What follows belongs to an exercise in optimizing a design on an open flow for small area, a short achievable clock period and few clock cycles; a production flow would make more cautious choices.
RTL that was checked went through simulation tests only; none was proved equivalent to the original.
Power and IR drop assume default switching activity.

// my_cpu
module my_cpu(input clk, reset,
output [5:0] address,
output memWr,
output [7:0] writedata,
input [7:0] readdata, IN,
output [7:0] OUT,
output halt
);
Size: ~500 cells after synthesis, roughly 42 I/O pins.
clock: 5.0 ns
lec_check: 0
cap_margin: 20
core_margin: 2
core_utilization: 40
cts_buf_list: sky130_fd_sc_hd__clkbuf_8
cts_cluster_size: 40
setup_slack_margin: 2.8
slew_margin: 20
synth_hierarchical: 1
synth_minimum_keep_size: 0
standard.sh (not shown) runs the stock make flow with config.mk's settings and CLKGATE_MAP_FILE= SYNTH_SCRIPT=/design/flow/synth_recipe.tcl, a recipe that flattens the netlist after the stock synthesis.
==> flow/flow/run.sh <==
#!/bin/bash
# Standard layout, but with plain buffers on the ports instead of the
# delay-cell buffers buffer_ports picks by default.
set -euo pipefail
export BUFFER_PORTS_ARGS="-buffer_cell sky130_fd_sc_hd__buf_1"
bash standard.sh > standard.log 2>&1
The baseline passed the timing, design-rule and antenna checks.
Testbench counts at the start, summed over its fixed seeds: cycles 27,699.
Next try:
- SETUP_SLACK_MARGIN: 2.8 -> 2.9
- TNS_END_PERCENT: not set -> 10
=> The changed run finished clean; design area decreases by 0.66%; core utilization is lower by 0.33 points; cell count came out lower by 1.3%; hold slack gets better by 0.010 ns; routed wire length came out lower by 2.0%; power came out higher by 2.0%; combinational power falls by about 2%; register-to-register slack got worse by 0.02 ns; count of clock-buffer cells in the layout stays the same.

========
Starting RTL as in the previous note.
export LEC_CHECK = 0
export CAP_MARGIN = 20
export CORE_MARGIN = 2
export CORE_UTILIZATION = 40
export CTS_BUF_LIST = sky130_fd_sc_hd__clkbuf_8
export CTS_CLUSTER_SIZE = 40
export SETUP_SLACK_MARGIN = 2.8
export SLEW_MARGIN = 20
create_clock -name core_clock -period 5.0 [get_ports {clk}]
Scripts as last shown in full above: flow/flow/run.sh
The baseline completed with no timing, DRC or antenna violations.
Testbench counts at the start, summed over its fixed seeds: cycles 27,699.
Then changed:
==> flow/flow/run.sh (replaced) <==
#!/bin/bash
# Standard layout, with two changes: plain buffers on the ports instead of the
# delay-cell buffers buffer_ports picks by default, and a clock tree of
# clkbuf_4 cells with no dummy loads.
set -euo pipefail
export BUFFER_PORTS_ARGS="-buffer_cell sky130_fd_sc_hd__buf_1"
export CTS_ARGS="-sink_clustering_enable -repair_clock_nets -buf_list sky130_fd_sc_hd__clkbuf_4 -dont_use_dummy_load -sink_clustering_size 30 -sink_clustering_max_diameter 80"
bash standard.sh > standard.log 2>&1
--- a/flow/config.mk
+++ b/flow/config.mk
@@ -9,6 +9,7 @@
 export CORE_MARGIN = 2
 export CORE_UTILIZATION = 40
-export CTS_BUF_LIST = sky130_fd_sc_hd__clkbuf_8
-export CTS_CLUSTER_SIZE = 40
-export SETUP_SLACK_MARGIN = 2.8
+export SETUP_SLACK_MARGIN = 3.0
 export SLEW_MARGIN = 20
+export SYNTH_HIERARCHICAL = 1
+export SYNTH_MINIMUM_KEEP_SIZE = 0
+export TNS_END_PERCENT = 0
What happened:
- fmax came out higher by a few percent
- cell count came out lower by a few percent
- sequential share of layout area came out higher by 3.2 points
- area after synthesis hardly moves
- sequential cell count does not change
- sequential power barely changes
- global-route usage barely changes
- core utilization came out lower by 3.2 points
- register-to-register slack gains 0.14 ns
- total power came out lower by about a fifth
- critical path depth came out higher by 1
Then changed:
==> flow/flow/run.sh (replaced) <==
#!/bin/bash
# Standard layout, with two changes: plain buffers on the ports instead of the
# delay-cell buffers buffer_ports picks by default, and a clock tree of
# clkbuf_8 cells with larger sink clusters and no dummy loads.
set -euo pipefail
export BUFFER_PORTS_ARGS="-buffer_cell sky130_fd_sc_hd__buf_1"
export CTS_ARGS="-sink_clustering_enable -repair_clock_nets -buf_list sky130_fd_sc_hd__clkbuf_8 -dont_use_dummy_load -sink_clustering_size 30 -sink_clustering_max_diameter 80"
bash standard.sh > standard.log 2>&1
--- a/flow/config.mk
+++ b/flow/config.mk
@@ -9,7 +9,7 @@
 export CORE_MARGIN = 2
 export CORE_UTILIZATION = 40
-export SETUP_SLACK_MARGIN = 3.0
+export SETUP_SLACK_MARGIN = 2.8
 export SLEW_MARGIN = 20
 export SYNTH_HIERARCHICAL = 1
 export SYNTH_MINIMUM_KEEP_SIZE = 0
-export TNS_END_PERCENT = 0
+export TNS_END_PERCENT = 10
Outcome: Design area climbs by 0.37%. Die area does not change. Critical path depth stays the same. Hold slack hardly moves. Combinational power is about the same. Sequential cell count does not change. Worst setup slack degrades by 0.018 ns. Global-route usage climbs by 0.39 points. Utilization climbs by 0.17 points.
Then changed:
==> flow/flow/run.sh (replaced) <==
#!/bin/bash
# Standard layout, with two changes: plain buffers on the ports instead of the
# delay-cell buffers buffer_ports picks by default, and a clock tree of
# clkbuf_4 cells with larger sink clusters and no dummy loads.
set -euo pipefail
export BUFFER_PORTS_ARGS="-buffer_cell sky130_fd_sc_hd__buf_1"
export CTS_ARGS="-sink_clustering_enable -repair_clock_nets -buf_list sky130_fd_sc_hd__clkbuf_4 -dont_use_dummy_load -sink_clustering_size 30 -sink_clustering_max_diameter 80"
bash standard.sh > standard.log 2>&1
What happened: The new run completed without violations. Via count rises by 0.95%. Hold slack gets better by 0.0072 ns. Power falls by 8.3%. Wire length stays flat. Die area stays the same. Critical path depth falls by 4. Clock skew rises by 0.015 ns. Non-clock buffer count is unchanged. Count of clock-buffer cells in the layout stays the same. Sequential share of layout area rises by 0.34 points.
Then changed:
==> flow/flow/run.sh (replaced) <==
#!/bin/bash
# Standard layout, but with plain buffers on the ports instead of the
# delay-cell buffers buffer_ports picks by default.
set -euo pipefail
export BUFFER_PORTS_ARGS="-buffer_cell sky130_fd_sc_hd__buf_1"
bash standard.sh > standard.log 2>&1
--- a/flow/config.mk
+++ b/flow/config.mk
@@ -9,4 +9,6 @@
 export CORE_MARGIN = 2
 export CORE_UTILIZATION = 40
+export CTS_BUF_LIST = sky130_fd_sc_hd__clkbuf_8
+export CTS_CLUSTER_SIZE = 40
 export SETUP_SLACK_MARGIN = 2.8
 export SLEW_MARGIN = 20
Sequential cell count does not change.
Count of clock-buffer cells in the layout does not change.
Design area increases by a few percent.
Cell count went up slightly.
Non-clock buffer count is lower by 1.
Via count rose slightly.
Routed wire length went up slightly.

========
my_cpu, a different RTL version from the one above (not shown whole).
For scale: ~500 cells after synthesis, about 120 flip-flops, about 42 I/O pins, about 5700 um2 of cells after synthesis.
export LEC_CHECK = 0
export CAP_MARGIN = 20
export CORE_MARGIN = 2
export CORE_UTILIZATION = 40
export SETUP_SLACK_MARGIN = 2.9
export SLEW_MARGIN = 20
export SYNTH_HIERARCHICAL = 1
export SYNTH_MINIMUM_KEEP_SIZE = 0
export TNS_END_PERCENT = 0
create_clock -name core_clock -period 5.0 [get_ports {clk}]
==> flow/flow/run.sh <==
#!/bin/bash
# Standard layout, with two changes: plain buffers on the ports instead of the
# delay-cell buffers buffer_ports picks by default, and a clock tree of
# clkbuf_8 cells with no dummy loads.
set -euo pipefail
export BUFFER_PORTS_ARGS="-buffer_cell sky130_fd_sc_hd__buf_1"
export CTS_ARGS="-sink_clustering_enable -repair_clock_nets -buf_list sky130_fd_sc_hd__clkbuf_8 -dont_use_dummy_load -sink_clustering_size 30 -sink_clustering_max_diameter 80"
bash standard.sh > standard.log 2>&1
Edit:
Settings changed: SETUP_SLACK_MARGIN 2.9 to 2.8.
Effect: Power came out higher slightly; clock power stays flat; final cell count rises slightly; sequential share of layout area fell by 0.52 points; worst setup slack loses 0.0043 ns; clock skew falls by 0.0058 ns; area after synthesis is unchanged.
No run of this note included a check of the RTL's function; only the layout flow was run.

========
== P ==
Another version of the RTL of my_cpu (not shown whole).
For scale: about 940 cells after synthesis, about 42 I/O pins, about 7100 µm² of cells after synthesis.
export LEC_CHECK = 0
export ABC_AREA = 1
export CAP_MARGIN = 20
export CORE_MARGIN = 2
export CORE_UTILIZATION = 40
export SLEW_MARGIN = 20
create_clock -name core_clock -period 5.0 [get_ports {clk}]
run.sh (not shown) runs the stock make flow with config.mk's settings and CLKGATE_MAP_FILE= SYNTH_SCRIPT=/design/flow/synth_recipe.tcl, a recipe that flattens the netlist after the stock synthesis.
Stock flow here: none of the scripts above is used.
Per the final summary, P finished and its layout is clean on timing, DRC and antenna.
Testbench counts of P, summed over its fixed seeds: cycles 27,619.
For R, these inputs were changed with respect to P:
-- flow/config.mk --
<<< P, line 8
export ABC_AREA = 1
>>> R, line 8
[summary]
R: transition time at the pin with the least slew margin is 0.059 ns lower than what P reported.
Taking P as the reference, in R multiplexer area fraction after synthesis increased by 8.5 points relative to the old numbers, switching power shrank by 0.12 mW, number of standard cells in the final layout excluding fillers has decreased, sequential power share went up by 3.4 points.
Final cycle utilization of the critical path is lower on P
Relative to P, synthesized cell count has gone down in R.

========
## job 3301
my_cpu, a different RTL version from the one above (not shown whole).
Size: roughly 550 cells after synthesis, ~120 flip-flops, ~42 I/O pins, about 5800 sq um of cells after synthesis.
Settings: LEC_CHECK=0, CAP_MARGIN=20, CORE_MARGIN=2, CORE_UTILIZATION=40, CTS_BUF_LIST=sky130_fd_sc_hd__clkbuf_8, CTS_CLUSTER_SIZE=40, SETUP_SLACK_MARGIN=2.8, SLEW_MARGIN=20; clock period 5.0 ns.
standard.sh (not shown) runs the stock make flow with config.mk's settings and CLKGATE_MAP_FILE= SYNTH_SCRIPT=/design/flow/synth_recipe.tcl, a recipe that flattens the netlist after the stock synthesis.
==> flow/flow/run.sh <==
#!/bin/bash
# Standard layout, but with plain buffers on the ports instead of the
# delay-cell buffers buffer_ports picks by default.
set -euo pipefail
export BUFFER_PORTS_ARGS="-buffer_cell sky130_fd_sc_hd__buf_1"
bash standard.sh > standard.log 2>&1
Testbench counts of job 3301, summed over its fixed seeds: cycles 27,699.
> inputs changed (job 3301 -> job 4601)
# job 3301
export LEC_CHECK = 0
export CAP_MARGIN = 20
export CORE_MARGIN = 2
export CORE_UTILIZATION = 40
export CTS_BUF_LIST = sky130_fd_sc_hd__clkbuf_8
export CTS_CLUSTER_SIZE = 40
export SETUP_SLACK_MARGIN = 2.8
export SLEW_MARGIN = 20
create_clock -name core_clock -period 5.0 [get_ports {clk}]
# job 4601
export LEC_CHECK = 0
export CAP_MARGIN = 20
export CORE_MARGIN = 2
export CORE_UTILIZATION = 40
export SETUP_SLACK_MARGIN = 3.1
export SLEW_MARGIN = 20
create_clock -name core_clock -period 5.0 [get_ports {clk}]
--- outcome ---
Against job 3301, via count in job 4601 rose by a few percent. Per the comparison of job 4601 with job 3301, multi-input gate share of total cell area shrank by 2.0 points; wire length of the first global-routing pass has increased; share of the final layout cell area in sequential cells went down; largest fanout on the critical path saw a decrease. Against job 3301, job 4601 comes in 0.26 points higher on met3 track demand over resource in global routing. Higher number of cells on the critical path among job 3301 and job 4601: job 4601. Max critical path data arrival time across job 3301 and job 4601: job 3301. The final layout from job 4601, which completed every stage, passed the timing, design-rule and antenna checks at the end of the flow. Job 3301 finished every stage and its layout cleared the timing, design-rule and antenna checks. Summary — post-synthesis to final-layout area growth, job 4601 relative to job 3301: higher, by 14 points. As far as number of tap cells inserted goes, job 3301 and job 4601 are indistinguishable; the numbers are identical.
Input changes introduced in job 220 (baseline for comparison: job 4601):
# job 4601
export LEC_CHECK = 0
export CAP_MARGIN = 20
export CORE_MARGIN = 2
export CORE_UTILIZATION = 40
export SETUP_SLACK_MARGIN = 3.1
export SLEW_MARGIN = 20
create_clock -name core_clock -period 5.0 [get_ports {clk}]
# job 220
export LEC_CHECK = 0
export CAP_MARGIN = 20
export CORE_MARGIN = 2
export CORE_UTILIZATION = 40
export CTS_BUF_LIST = sky130_fd_sc_hd__clkbuf_4
export SETUP_SLACK_MARGIN = 2.8
export SLEW_MARGIN = 20
create_clock -name core_clock -period 5.0 [get_ports {clk}]
==> results.txt <==
- Job 220 vs job 4601: global-route wire length before repair down by a few percent
- Overall power of the completed layout: job 220 vs job 4601 down about 18%
- Job 220 vs job 4601 — core utilization dropped 5.6 points.
- Between job 4601 and job 220, fraction of power consumed by combinational cells decreased.
- Changes observed in job 220 relative to job 4601: total number of multi-input combinational cells ~0 delta, maximum frequency -about 2.1%.
- Number of ordinary and repair buffers in the finished layout in job 220 is 22 lower than in job 4601
- Part of the cycle the worst path needs for job 220 is higher than for job 4601.
- The lower met2 track demand over resource of job 4601 and job 220 is in job 220.
- Headroom to the max-slew limit of job 4601 is on par with job 220.
#### Input delta (job 895 over job 220)
# job 220
export LEC_CHECK = 0
export CAP_MARGIN = 20
export CORE_MARGIN = 2
export CORE_UTILIZATION = 40
export CTS_BUF_LIST = sky130_fd_sc_hd__clkbuf_4
export SETUP_SLACK_MARGIN = 2.8
export SLEW_MARGIN = 20
create_clock -name core_clock -period 5.0 [get_ports {clk}]
# job 895
export LEC_CHECK = 0
export CAP_MARGIN = 20
export CORE_MARGIN = 2
export CORE_UTILIZATION = 40
export SETUP_SLACK_MARGIN = 2.5
export SLEW_MARGIN = 20
create_clock -name core_clock -period 5.0 [get_ports {clk}]
==> results.txt <==
Diff job 220 -> job 895: power climbed 21%; global-route usage dropped 0.95 points; core utilization dropped 0.80 points. For job 895, the top power group was the clock network, unlike job 220, where it was registers. Per the comparison of job 895 with job 220, setup slack of the critical path after layout went down; worst hold slack dropped 6.6 ps; number of standard cells in the layout, taps in and fillers out -34. Having completed the whole flow, job 895 delivered a layout that passed the timing, design-rule and antenna checks.
### job 895 -> job 8419
# job 895
export LEC_CHECK = 0
export CAP_MARGIN = 20
export CORE_MARGIN = 2
export CORE_UTILIZATION = 40
export SETUP_SLACK_MARGIN = 2.5
export SLEW_MARGIN = 20
create_clock -name core_clock -period 5.0 [get_ports {clk}]
# job 8419
export LEC_CHECK = 0
export CAP_MARGIN = 20
export CORE_MARGIN = 2
export CORE_UTILIZATION = 55
export SETUP_SLACK_MARGIN = 2.8
export SLEW_MARGIN = 20
create_clock -name core_clock -period 5.0 [get_ports {clk}]
--- outcome ---
The transition time at the pin with the least slew margin number comes out lower for job 8419 vs job 895. On fmax: between job 8419 and job 895, it ends up higher for job 8419. Job 8419: full flow OK, the timing, design-rule and antenna checks passed. Relative to job 895, count of placed standard cells in the final layout, fillers left out has decreased by 17 in job 8419.
### job 8419 -> job 2509
# job 8419
export LEC_CHECK = 0
export CAP_MARGIN = 20
export CORE_MARGIN = 2
export CORE_UTILIZATION = 55
export SETUP_SLACK_MARGIN = 2.8
export SLEW_MARGIN = 20
create_clock -name core_clock -period 5.0 [get_ports {clk}]
# job 2509
export LEC_CHECK = 0
export CAP_MARGIN = 20
export CORE_MARGIN = 2
export CORE_UTILIZATION = 40
export SETUP_SLACK_MARGIN = 2.8
export SLEW_MARGIN = 20
create_clock -name core_clock -period 5.0 [get_ports {clk}]
==> comparison <==
The flow did not stop early for job 2509: all stages ran, and the layout cleared the timing, design-rule and antenna checks. Compared with job 8419, in job 2509 via count fell 65; share of power burned in combinational logic fell 1.2 points; wire length of the first global-routing pass fell 0.92%; met1 wire length rose 1.2%. Count of plain and timing-repair buffers is lower on job 2509. Compared with job 8419, job 2509 is the more power-hungry design. Between job 2509 and job 8419, the required time at the worst-slack endpoint is lower for job 2509. Number of inserted filler cells in the final layout was higher in job 2509 than in job 8419. Share of the clock period used by the worst path delta (job 2509 -> job 8419): insignificant. Of job 2509 and job 8419, the lower count of clock-net buffers in the final layout belongs to job 8419. Compared job 8419 against job 2509; multi-input logic portion of the cell area within noise.

========
Another version of the RTL of my_cpu (not shown whole).
Size: ~500 cells after synthesis.
export LEC_CHECK = 0
export CAP_MARGIN = 20
export CORE_MARGIN = 2
export CORE_UTILIZATION = 55
export SETUP_SLACK_MARGIN = 2.9
export SLEW_MARGIN = 20
export SYNTH_HIERARCHICAL = 1
export SYNTH_MINIMUM_KEEP_SIZE = 0
export TNS_END_PERCENT = 0
create_clock -name core_clock -period 5.0 [get_ports {clk}]
==> flow/flow/run.sh <==
#!/bin/bash
# Standard layout, with two changes: plain buffers on the ports instead of the
# delay-cell buffers buffer_ports picks by default, and a clock tree of
# clkbuf_8 cells with no dummy loads.
set -euo pipefail
export BUFFER_PORTS_ARGS="-buffer_cell sky130_fd_sc_hd__buf_1"
export CTS_ARGS="-sink_clustering_enable -repair_clock_nets -buf_list sky130_fd_sc_hd__clkbuf_8 -dont_use_dummy_load -sink_clustering_size 30 -sink_clustering_max_diameter 80"
bash standard.sh > standard.log 2>&1
Testbench counts at the start, summed over its fixed seeds: cycles 27,699.
Then changed:
Settings changed: CORE_UTILIZATION 55 to 30.
The changed run finished clean.
Total power came out higher by 0.83%.
Clock power is higher by about 0.7%.
Worst setup slack improved by 0.038 ns.
Global-route usage came out lower by 12 points.
Count of clock-buffer cells in the layout stays the same.
Flip-flop and latch count does not change.
Non-clock buffer count rose by 6.
Routed wire length goes up by 4.4%.
Utilization goes down by 27 points.
Cell area went up by 4.0%.

afterwards: timing with drivers on the ports:
In the flow no input, the clock included, has a driving cell. The finished layouts below were timed again as built, in two steps. Step 1 assumes that a clkbuf_16 drives the clock port and a buf_2 every other input. Step 2 adds t to the input delays and takes it off the output delays; t is the mean of the earliest and latest rising clock arrival at the registers after step 1. Input paths then give back, and output paths get back, about the clock's delay inside the block. Slacks: no drivers / after step 1 / after step 2; pairs: no drivers / after step 1.
run	t, ns	slack for setup (ns)	latest minus earliest clock arrival (ns)	worst slew at a driven data input, ns
the first run of note 1	0.460	2.798 / 2.798 / 2.478	0.010 / 0.010	0.04
the second run of note 1	0.465	2.782 / 2.782 / 2.437	0.009 / 0.008	0.04
the first run of note 2	0.474	2.659 / 2.659 / 2.432	0.008 / 0.008	0.07
the second run of note 2	0.512	2.798 / 2.798 / 2.443	0.054 / 0.055	0.04
the third run of note 2	0.442	2.780 / 2.780 / 2.497	0.030 / 0.030	0.04
the fourth run of note 2	0.524	2.790 / 2.790 / 2.482	0.045 / 0.045	0.04
the fifth run of note 2	0.455	2.763 / 2.763 / 2.476	0.011 / 0.011	0.04
the first run of note 3	0.449	2.704 / 2.704 / 2.337	0.032 / 0.032	0.04
the second run of note 3	0.460	2.700 / 2.700 / 2.349	0.027 / 0.026	0.03
P	0.393	1.410 / 1.429 / 1.036	0.013 / 0.013	0.03
R	0.400	1.073 / 1.098 / 0.698	0.009 / 0.009	0.04
job 3301	0.466	2.748 / 2.748 / 2.441	0.010 / 0.010	0.03
job 4601	0.457	2.751 / 2.751 / 2.751	0.007 / 0.007	0.03
job 220	0.556	2.702 / 2.702 / 2.459	0.019 / 0.020	0.03
job 895	0.446	2.602 / 2.602 / 2.391	0.007 / 0.006	0.05
job 8419	0.555	2.767 / 2.767 / 2.542	0.010 / 0.010	0.04
job 2509	0.451	2.772 / 2.772 / 2.448	0.005 / 0.005	0.03
the first run of note 6	0.452	2.705 / 2.705 / 2.451	0.025 / 0.025	0.03
the second run of note 6	0.467	2.743 / 2.743 / 2.560	0.027 / 0.027	0.05
After both steps setup and hold are still met in every run listed. For R, which loses most, drivers alone change the setup slack by +0.025 ns; drivers and shift together by -0.375 ns.
